Source: an optimization exercise on an open RTL-to-GDS flow (aim: small area, a short achievable clock period and few clock cycles per item). Production flows keep margins and buffers that such runs may drop. Function was checked by simulation only, so behaviour that the tests miss may differ from the original. Power figures rest on the tool's default switching activity, not on a simulated workload.

[config.mk]
export PLATFORM = sky130hd
export DESIGN_NAME = measureClifford
export DESIGN_NICKNAME = measureClifford
export VERILOG_FILES = /design/flow/design.v
export SDC_FILE = /design/flow/constraint.sdc
export NUM_CORES = 4
export LEC_CHECK = 0
export CAP_MARGIN = 20
export CORE_MARGIN = 2
export CORE_UTILIZATION = 40
export SLEW_MARGIN = 20
[constraint.sdc]
create_clock -name core_clock -period 10.0 [get_ports {i_clk}]
set_input_delay 2.0000 -clock core_clock [delete_from_list [all_inputs] [get_ports {i_clk}]]
set_output_delay 2.0000 -clock core_clock [all_outputs]
set_load 0.01 [all_outputs]
[design.v]
module measureClifford(
    input wire i_clk,
    input wire i_rst_n,
    input wire [1 : 0] i_basis_0,
    input wire [1 : 0] i_basis_1,
    input wire [1 : 0] i_basis_2,
    input wire [1 : 0] i_basis_3,
    input wire [1 : 0] i_basis_4,
    input wire [1 : 0] i_result_0,
    input wire [1 : 0] i_result_1,
    input wire [1 : 0] i_result_2,
    input wire [1 : 0] i_result_3,
    input wire [1 : 0] i_result_4,
    output wire [5+1 : 0] o_value,
    output wire o_ready
);
    reg [0 : 2*5] tableau [0 : 2*5-1];
    reg [0 : 2*5] nxt_tableau [0 : 2*5-1];
    reg [1 : 0] basis [0 : 5-1];
    reg [1 : 0] nxt_basis [0 : 5-1];
    reg [1 : 0] result [0 : 5-1];
    reg [2 : 0] state, nxt_state;
    reg [$clog2(5)-1 : 0] cnt2, nxt_cnt2;
    reg [$clog2(5)-1 : 0] cnt3, nxt_cnt3;
    reg [$clog2(5)-1 : 0] cnt2_j, nxt_cnt2_j;
    reg [$clog2(5) : 0] first_row_idx, nxt_first_row_idx;
    reg [0 : 2*5] first_row, nxt_first_row;
    reg [0 : 2*5] ancilla, nxt_ancilla;
    reg [0 : 2*5] row1_1, row2_1;
    reg [0 : 2*5] row1_2, row2_2;
    reg [5+1 : 0] value, nxt_value;
    reg ready, nxt_ready;
    integer i, j;
    integer ib, it, jt, ip;
    wire [0 : 5-1] wire_0 [0 : 2*5-1];
    wire [0 : 2*5] new_row_1, new_row_2;
    wire [0 : 2*5] obs_row;
    wire [0 : 5-1] wire_1 [0 : 2*5-1];
    wire [0 : 2*5-1] IsCommute;
    function automatic row_bit(input [0 : 2*5] row, input [$clog2(5)-1 : 0] idx);
        integer k;
        begin
            row_bit = 1'b0;
            for(k=0;k<5;k=k+1) if(idx == k) row_bit = row[k];
        end
    endfunction
    row_sum u_row_sum_1(
        .row1(row1_1),
        .row2(row2_1),
        .new_row(new_row_1)
    );
    row_sum u_row_sum_2(
        .row1(row1_2),
        .row2(row2_2),
        .new_row(new_row_2)
    );
    generate
        genvar gi, gj;
        for(gi=0;gi<2*5;gi=gi+1) begin : gen_wire_0
            for(gj=0;gj<5;gj=gj+1) begin : gen_inner_wire_0
                assign wire_0[gi][gj] = (basis[gj][1]) ? ((basis[gj][0]) ? tableau[gi][gj] : (tableau[gi][gj+5] & tableau[gi][gj])) : 1'b0;
            end
        end
    endgenerate
    assign o_value = (ready) ? value : 0;
    assign o_ready = ready;
    generate
        for(gi=0;gi<5;gi=gi+1) begin : gen_obs_row
            assign obs_row[gi] = basis[gi][1];
            assign obs_row[gi+5] = basis[gi][0];
        end
        assign obs_row[2*5] = 0;
    endgenerate
    generate
        for(gi=0;gi<2*5;gi=gi+1) begin : gen_wire_1
            for(gj=0;gj<5;gj=gj+1) begin : gen_inner_wire_0
                assign wire_1[gi][gj] = (obs_row[gj] & tableau[gi][gj+5]) ^ (obs_row[gj+5] & tableau[gi][gj]);
            end
        end
    endgenerate
    generate
        for(gi=0;gi<2*5;gi=gi+1) begin : gen_iscommute
            assign IsCommute[gi] = 1 ^ (^wire_1[gi]);
        end
    endgenerate
    always @(posedge i_clk or negedge i_rst_n) begin
        if(!i_rst_n) begin
            tableau[0] <= 11'b00000100000;
            tableau[1] <= 11'b01000000000;
            tableau[2] <= 11'b00000001000;
            tableau[3] <= 11'b01010000000;
            tableau[4] <= 11'b00001000000;
            tableau[5] <= 11'b10000000000;
            tableau[6] <= 11'b00000011100;
            tableau[7] <= 11'b01100000000;
            tableau[8] <= 11'b00001000101;
            tableau[9] <= 11'b01010000011;
            state <= 0;
            for(i = 0;i < 5;i = i+1) begin
                basis[i] <= 2'b00;
                result[i] <= 2'b00;
            end
            value <= 0;
            ready <= 0;
            cnt2 <= 0;
            cnt2_j <= 0;
            cnt3 <= 0;
            first_row_idx <= 0;
            ancilla <= {11{1'b0}};
            first_row <= {11{1'b0}};
        end else begin
            state <= nxt_state;
            if(state == 0) begin
                basis[0] <= i_basis_0;
                basis[1] <= i_basis_1;
                basis[2] <= i_basis_2;
                basis[3] <= i_basis_3;
                basis[4] <= i_basis_4;
                result[0] <= i_result_0;
                result[1] <= i_result_1;
                result[2] <= i_result_2;
                result[3] <= i_result_3;
                result[4] <= i_result_4;
                value <= 2**5;
            end
            else begin
                for(i=0;i<5;i=i+1) begin
                    basis[i] <= nxt_basis[i];
                end
                value <= nxt_value;
            end
            for(i=0;i<2*5;i=i+1) begin
                tableau[i] <= nxt_tableau[i];
            end
            cnt2 <= nxt_cnt2;
            cnt2_j <= nxt_cnt2_j;
            first_row_idx <= nxt_first_row_idx;
            first_row <= nxt_first_row;
            ready <= nxt_ready;
            ancilla <= nxt_ancilla;
            cnt3 <= nxt_cnt3;
            ready <= nxt_ready;
        end
    end
    always @(*) begin
        if(state==0) begin
            nxt_state = 1;
            nxt_cnt2 = 0;
            nxt_cnt2_j = 0;
            nxt_cnt3 = 0;
            nxt_ready = ready;
        end
        else if(state == 1) begin
            nxt_state = 2;
            nxt_cnt2 = 0;
            nxt_cnt2_j = 0;
            nxt_cnt3 = 0;
            nxt_ready = ready;
        end
        else if(state == 2) begin
            nxt_cnt3 = 0;
            if(!result[cnt2][1]) begin
                if(cnt2 == 5-1) begin
                    nxt_state = 3;
                    nxt_cnt2 = 0;
                    nxt_cnt2_j = 0;
                    nxt_ready = ready;
                end
                else begin
                    nxt_cnt2 = cnt2 + 1;
                    nxt_cnt2_j = 0;
                    nxt_ready = ready;
                    nxt_state = state;
                end
            end
            else begin
                if(cnt2_j >= 5) begin
                    if(cnt2_j == 5 && first_row_idx == 0 && nxt_ancilla[2*5] != result[cnt2][0]) begin
                        nxt_state = 4;
                        nxt_ready = 1;
                        nxt_cnt2 = 0;
                        nxt_cnt2_j = 0;
                    end
                    else if(cnt2 == 5-1) begin
                        nxt_state = 3;
                        nxt_cnt2 = 0;
                        nxt_cnt2_j = 0;
                        nxt_ready = ready;
                    end
                    else begin
                        nxt_cnt2_j = 0;
                        nxt_cnt2 = cnt2 + 1;
                        nxt_ready = ready;
                        nxt_state = state;
                    end
                end
                else begin
                    nxt_cnt2_j = cnt2_j + 1;
                    nxt_cnt2 = cnt2;
                    nxt_state = state;
                    nxt_ready = ready;
                end
            end
        end
        else if(state == 3) begin
            nxt_cnt2 = 0;
            nxt_cnt2_j = 0;
            if(&IsCommute[5:2*5-1] == 0) begin
                nxt_state = 4;
                nxt_ready = 1;
                nxt_cnt3 = 0;
            end
            else begin
                if(cnt3 == 5) begin
                    nxt_state = 4;
                    nxt_ready = 1;
                    nxt_cnt3 = 0;
                end
                else begin
                    nxt_state = state;
                    nxt_ready = 0;
                    nxt_cnt3 = cnt3 + 1;
                end
            end
        end
        else begin
            nxt_state = 0;
            nxt_cnt2 = 0;
            nxt_cnt2_j = 0;
            nxt_cnt3 = 0;
            nxt_ready = 0;
        end
    end
    always @(*) begin
        for(ib = 0;ib<5;ib=ib+1) begin
            nxt_basis[ib] = basis[ib];
        end
        if(state == 1) begin
            for(ib = 0;ib<5;ib=ib+1) begin
                if(basis[ib] >= 2'b10) begin
                    nxt_basis[ib] = 2'b01;
                end
                else nxt_basis[ib] = basis[ib];
            end
        end
        else if(state == 2) begin
            if(cnt2_j == 0 && result[cnt2][1]) nxt_basis[cnt2] = 2'b00;
            else nxt_basis[cnt2] = basis[cnt2];
        end
        else begin
            for(ib = 0;ib<5;ib=ib+1) begin
                nxt_basis[ib] = basis[ib];
            end
        end
    end
    always @(*) begin
        jt = 0;
        for(it=0;it<2*5;it=it+1) nxt_tableau[it] = tableau[it];
        if(state == 1) begin
            nxt_ancilla = 0;
            for(it=0;it<2*5;it=it+1) begin
                for(jt=0;jt<5;jt=jt+1) begin
                    nxt_tableau[it][jt] = (basis[jt][1]) ? ((basis[jt][0]) ? (tableau[it][jt+5] ^ tableau[it][jt]) : tableau[it][jt+5]) : tableau[it][jt];
                    nxt_tableau[it][jt+5] = (basis[jt][1]) ? tableau[it][jt] : tableau[it][jt+5];
                end
                nxt_tableau[it][2*5] = tableau[it][2*5] ^ (^wire_0[it]);
            end
        end
        else if(state == 2) begin
            if(cnt2_j != 0 && first_row_idx != 0) begin
                nxt_ancilla = 0;
                if(cnt2_j-1 == first_row_idx-5) begin
                    nxt_tableau[cnt2_j-1] = new_row_1;
                    nxt_tableau[cnt2_j-1+5] = {11{1'b0}};
                    for(jt=0;jt<5;jt=jt+1) if(jt == cnt2) nxt_tableau[cnt2_j-1+5][jt+5] = 1'b1;
                    nxt_tableau[cnt2_j-1+5][2*5] = result[cnt2][0];
                end
                else begin
                    if(row_bit(tableau[cnt2_j-1], cnt2)) nxt_tableau[cnt2_j-1] = new_row_1;
                    else nxt_tableau[cnt2_j-1] = tableau[cnt2_j-1];
                    if(row_bit(tableau[cnt2_j-1+5], cnt2)) nxt_tableau[cnt2_j-1+5] = new_row_2;
                    else nxt_tableau[cnt2_j-1+5] = tableau[cnt2_j-1+5];
                end
            end
            else if(cnt2_j != 0 && first_row_idx == 0) begin
                if(row_bit(tableau[cnt2_j-1], cnt2)) begin
                    nxt_ancilla = new_row_1;
                end
                else begin
                    nxt_ancilla = ancilla;
                end
            end
            else begin
                for(it=0;it<2*5;it=it+1) begin
                    nxt_tableau[it] = tableau[it];
                end
                nxt_ancilla = {11{1'b0}};
            end
        end
        else if(state == 3) begin
            if(cnt3 == 0) begin
                nxt_ancilla = {11{1'b0}};
            end
            else begin
                if(IsCommute[cnt3-1] == 0) nxt_ancilla = new_row_1;
                else nxt_ancilla = ancilla;
            end
        end
        else nxt_ancilla = ancilla;
    end
    always @(*) begin
        ip = 0;
        nxt_first_row_idx = first_row_idx;
        nxt_first_row = first_row;
        if(state == 2 && cnt2_j == 0 && result[cnt2][1]) begin
            nxt_first_row_idx = 0;
            nxt_value = value;
            for(ip=2*5-1;ip>=5;ip=ip-1) begin
                if(row_bit(tableau[ip], cnt2)) begin
                    nxt_first_row_idx = ip;
                    nxt_value = value >>> 1;
                end
            end
            nxt_first_row = tableau[nxt_first_row_idx];
        end
        else if(state == 2 && cnt2_j == 5 && first_row_idx == 0 && nxt_ancilla[2*5] != result[cnt2][0]) nxt_value = 0;
        else if(state == 3 && &IsCommute[5:2*5-1] == 0) nxt_value = 0;
        else if(state == 3 && cnt3 == 5) begin
            if(nxt_ancilla[2*5]) nxt_value = value * -1;
            else nxt_value = value;
        end
        else nxt_value = value;
    end
    always @(*) begin
        row1_2 = {11{1'b0}};
        row2_2 = {11{1'b0}};
        if(state == 2) begin
            if(first_row_idx != 0 && cnt2_j != 0) begin
                if(cnt2_j-1 == first_row_idx-5) begin
                    row1_1 = {11{1'b0}};
                    row2_1 = first_row;
                    row1_2 = {11{1'b0}};
                    row2_2 = {11{1'b0}};
                end
                else begin
                    row1_1 = first_row;
                    row2_1 = tableau[cnt2_j-1];
                    row1_2 = first_row;
                    row2_2 = tableau[cnt2_j-1+5];
                end
            end
            else if(first_row_idx == 0 && cnt2_j != 0) begin
                row1_1 = tableau[cnt2_j-1+5];
                row2_1 = ancilla;
            end
            else begin
                row1_1 = {11{1'b0}};
                row2_1 = {11{1'b0}};
            end
        end
        else if(state == 3) begin
            if(cnt3 != 0) begin
                row1_1 = tableau[cnt3-1+5];
                row2_1 = ancilla;
            end
            else begin
                row1_1 = {11{1'b0}};
                row2_1 = {11{1'b0}};
            end
        end
        else begin
            row1_1 = {11{1'b0}};
            row2_1 = {11{1'b0}};
        end
    end
endmodule
module row_sum(
    input wire [0 : 2*5] row1,
    input wire [0 : 2*5] row2,
    output reg [0 : 2*5] new_row
);
    wire [1 : 0] phase_i [0 : 5-1];
    wire [0 : 2*5-1] front_row;
    reg [1 : 0] sum;
    reg last_bit;
    integer i;
    generate
        genvar gi;
        for(gi=0;gi<5;gi=gi+1) begin : phase_assign
            assign phase_i[gi] = (row1[gi] & ~row1[gi+5] & row2[gi] & row2[gi+5]) ? 2'b01 :
                                    (row1[gi] & row1[gi+5] & ~row2[gi] & row2[gi+5]) ? 2'b01 :
                                    (~row1[gi] & row1[gi+5] & row2[gi] & ~row2[gi+5]) ? 2'b01 :
                                    (row1[gi] & ~row1[gi+5] & ~row2[gi] & row2[gi+5]) ? 2'b11 :
                                    (~row1[gi] & row1[gi+5] & row2[gi] & row2[gi+5]) ? 2'b11 :
                                    (row1[gi] & row1[gi+5] & row2[gi] & ~row2[gi+5]) ? 2'b11 :
                                    2'b00;
        end
    endgenerate
    assign front_row = row1[0:2*5-1] ^ row2[0:2*5-1];
    always @(*) begin
        sum = 0;
        for(i=0;i<5;i=i+1) begin
            sum = (sum + phase_i[i]) % 4;
        end
        last_bit = row1[2*5] ^ row2[2*5] ^ sum[1];
        new_row = {front_row, last_bit};
    end
endmodule
[run.sh]
#!/bin/bash
# synth_recipe.tcl (not shown) runs the flow's synth.tcl, then flattens the netlist and writes it again
# the make line also repeats each setting of config.mk as NAME=value (left out here)
make -C /OpenROAD-flow-scripts/flow DESIGN_CONFIG=/design/flow/config.mk WORK_HOME=/design/flow/orfs CLKGATE_MAP_FILE= SYNTH_SCRIPT=/design/flow/synth_recipe.tcl finish
==> impl_metrics.toml <==
[hold_path]
hp-class = "flop to flop"
hold_depth = 2
min_from = "ancilla[6]"
hold_path_end = "ancilla[6]"

[grt]
grt_start_max_net_pins = 66
grt_pass1_wl_mm = 156
grt_usage_pct = 40.9
grt_pass1_vias = 20863
grt_overflow_total = 0
antenna_found_initial = 4

[layout]
final_cell_mix = "495 x nand2_1, 284 x o21ai_0, 170 x nor2_1"
drive_above_1_share_pct = 8.53
area_growth_pct = 7.68
n_fill_cell = 5223
finalNetCount = 2802
final_common_cell = "nand2_1"

[synthesis]
synth_fp_nets = 2917
synth_top_cells_by_area = "dfrtp_1 19%, nand2_1 9.0%, o21ai_0 6.9%"
syn_area_per_cell_sq_um = 7.35
synth_seq_area_share_pct = 21.5
yosysTopAreaCell = "dfrtp_1"
ys_seq_elements = 176
synth.distinct_cells = 102
ys_warn_count = 7
synth_cells = 2798
synth-async-reset-ratio_pct = 100
synth_flop_cell = "dfrtp_1"
synth_top_area_share_pct = 19.1
synth-edff-count = 0
synthesis.area_sq_mm = 0.0206

[drt]
num_vias = 22570
routed_wl_mm = 110
drc = 0
ant_nets = 0
via_per_inst = 6.68
firstDrtPassIters = 8
drt-initial-drc-count = 3338
wl_per_cell_um = 32.5

[critical_path]
crit_path_end_kind = "flop"
r2r_cells = 21
r2r-end = "tableau[7][10]"
r2r_start = "cnt2_j[0]"
arrival_ns = 9.09
worstSetupPathType = "flop to flop"
path_max_fanout = 25
cp-start-kind = "flop"
rrSetupSlack_ns = 1.31
crit_required_ns = 10.41

[clock_network]
cts_tree = "done"
clk_latency_ns = 0.53
cts_buffers = 17
cts_num_sinks = 176
clockRootBuffer = "clkbuf_16"
clkTransAtPathRegs_ns = 0.07
h-tree-depth = 4
ctsResizeCount = 0
postCtsSetupBuffers = 0
clockBufferDepth = 2
ctsHoldBuffers = 0

[pwr]
p_per_area_mw_per_mm2 = 397
p_leak_uw = 0.00826
ir_worst_vdd_mv = 0.599

[placement]
port-buffer-count = 29
dp_slack_ns = 1.63
place_congestion = 1.07
hpwlAfterDp_mm = 83.5

[floorplanning]
die_h_um = 231
num_rows = 83
ios = 30
die-width_um = 231
dieArea_sq_mm = 0.0533
fp.coreArea_sq_mm = 0.0511
initial_core_util_pct = 40.3

[timing]
setup_ws_ns = 1.31
finClkSkew_ns = 0.0246
setup_tns_ns = 0
relSlewSlack_pct = 16.8
hold_viol = 0
max_freq_mhz = 115
rsz0062_at_grt = "no"
drv_slew = 0
hold-worst-slack_ns = 0.500
min_period_ns = 8.69
setup_viol_count_final = 0
tightest_slew_ns = 1.25
finalCritPeriodShare_pct = 86.9

[run]
maxCapViolCount = 0

[status]
status = "timing/DRC/antenna clean"
worst max path at each step:
stage	startpoint	to	slack, ns	depth (start not counted)
2_1_floorplan	cnt3[0]	state[2]	3.53	24
3_3_place_gp	cnt2_j[0]	tableau[3][10]	1.70	22
3_5_place_dp	cnt2_j[0]	tableau[7][10]	1.63	21
4_1_cts	cnt2_j[0]	tableau[7][10]	1.54	21
5_1_grt	cnt2_j[0]	tableau[3][10]	1.02	23
6_report	cnt2_j[0]	tableau[7][10]	1.31	21
cells in the mapped netlist, types with 44 or more instances:
| library cell | n |
|---|---|
| dfrtp_1 | 157 |
| nand2_1 | 496 |
| a21oi_1 | 158 |
| inv_1 | 107 |
| xnor2_1 | 126 |
| o21ai_0 | 284 |
| a222oi_1 | 44 |
| clkbuf_1 | 201 |
| xor2_1 | 44 |
| a211oi_1 | 65 |
| ha_1 | 88 |
| nor2_1 | 171 |
| nand3_1 | 56 |
| a22oi_1 | 66 |
| mux2i_1 | 62 |
registers in the layout, summed over array words and instances, names as in the netlist, 3 cells and up:
| register | flops |
|---|---|
| state | 3 |
| result | 10 |
| first_row | 11 |
| ancilla | 11 |
| tableau | 110 |
| basis | 10 |
| cnt2 | 3 |
| first_row_idx | 4 |
| cnt3 | 3 |
| cnt2_j | 3 |
| value | 7 |
metrics by stage:
step	power, uW	area (sq um)	std cells	util, %
after floorplan	4990	20600	2798	-
after global placement	7680	21500	3341	42.0
after detailed placement	7730	21500	3343	42.1
after CTS	8530	22100	3375	43.3
after global routing	9130	22200	3376	43.4
final	8800	22200	3377	43.4
metal layers:
metal / GRT usage (%) / part of all wire, % / routed length [um]
met5: 0 / 0.0091 / 10
met4: 22.9 / 6.4 / 7060
met3: 9.36 / 10 / 10900
met2: 62.1 / 43 / 47000
met1: 53.5 / 41 / 44900
logic make-up after synthesis:
| group | synth area share, % |
|---|---|
| AOI/OAI and AO/OA | 32.7 |
| xor gates and xnor gates | 8.74 |
| adders and majority gates | 6.23 |
| buffers and inverters | 7.05 |
| DFF | 21.5 |
| muxes | 4.55 |
| and+or+nand+nor | 19.2 |
cell type report:
| class | count | area [sq um] | area share (%) |
|---|---|---|---|
| sequential | 176 | 4430 | 20.0 |
| multi-input combinational | 2256 | 14800 | 66.8 |
| antenna | 1 | 2.50 | 0.0113 |
| clock buffer | 17 | 425 | 1.92 |
| timing repair buffer | 124 | 1030 | 4.64 |
| inverter | 108 | 405 | 1.83 |
| clock inverter | 15 | 210 | 0.949 |
| tap | 680 | 851 | 3.84 |
where the power goes:
part	switching [uW]	internal (uW)	total, uW	leakage [uW]
clock	354	421	775	0.000298
combinational	4510	1920	6430	0.00568
sequential	651	951	1600	0.00228
critical path, cell delays in order (launching register included):
cell and delay [ns]:
dfrtp_1 0.68, inv_1 0.24, ha_1 0.66, buf_4 0.34, mux2i_1 0.27, and2_1 0.43, a221oi_1 0.79, nand2_1 0.34
a222oi_1 0.53, nand2b_1 0.21, xnor2_1 0.10, fa_1 0.52, inv_1 0.06, fa_1 0.49, ha_1 0.32, nor4b_1 0.15
a311oi_1 0.31, xor2_1 0.31, xor3_1 0.41, a21oi_2 0.86, o221ai_1 0.26, a32o_1 0.27

## static timing again, ports no longer ideal
No port has a modelled driver above. Below, the same layout with a new extraction and two added sets of constraints. Step 1 (the two cells are an assumption about what drives the block):
set clk [get_ports {i_clk}]
set_driving_cell -lib_cell sky130_fd_sc_hd__clkbuf_16 $clk
set_driving_cell -lib_cell sky130_fd_sc_hd__buf_2 [delete_from_list [all_inputs] $clk]
Step 2, shift: input delay + t, output delay - t, t = (earliest + latest rising clock arrival at the registers) / 2. This alone moves slack from input paths to output paths. Three values: no drivers, after step 1, after step 2; two values: the first two.
t, ns: 0.575
setup WS [ns]: 1.313 / 1.313 / 1.313
worst setup path after step 2: register to register
latest minus earliest clock arrival (ns): 0.025 / 0.025
pins driven straight from the clock port: 1
After both steps setup and hold are still met in this run. The setup slack of this run moves by 0.000 ns with the drivers and by 0.000 ns with both steps.
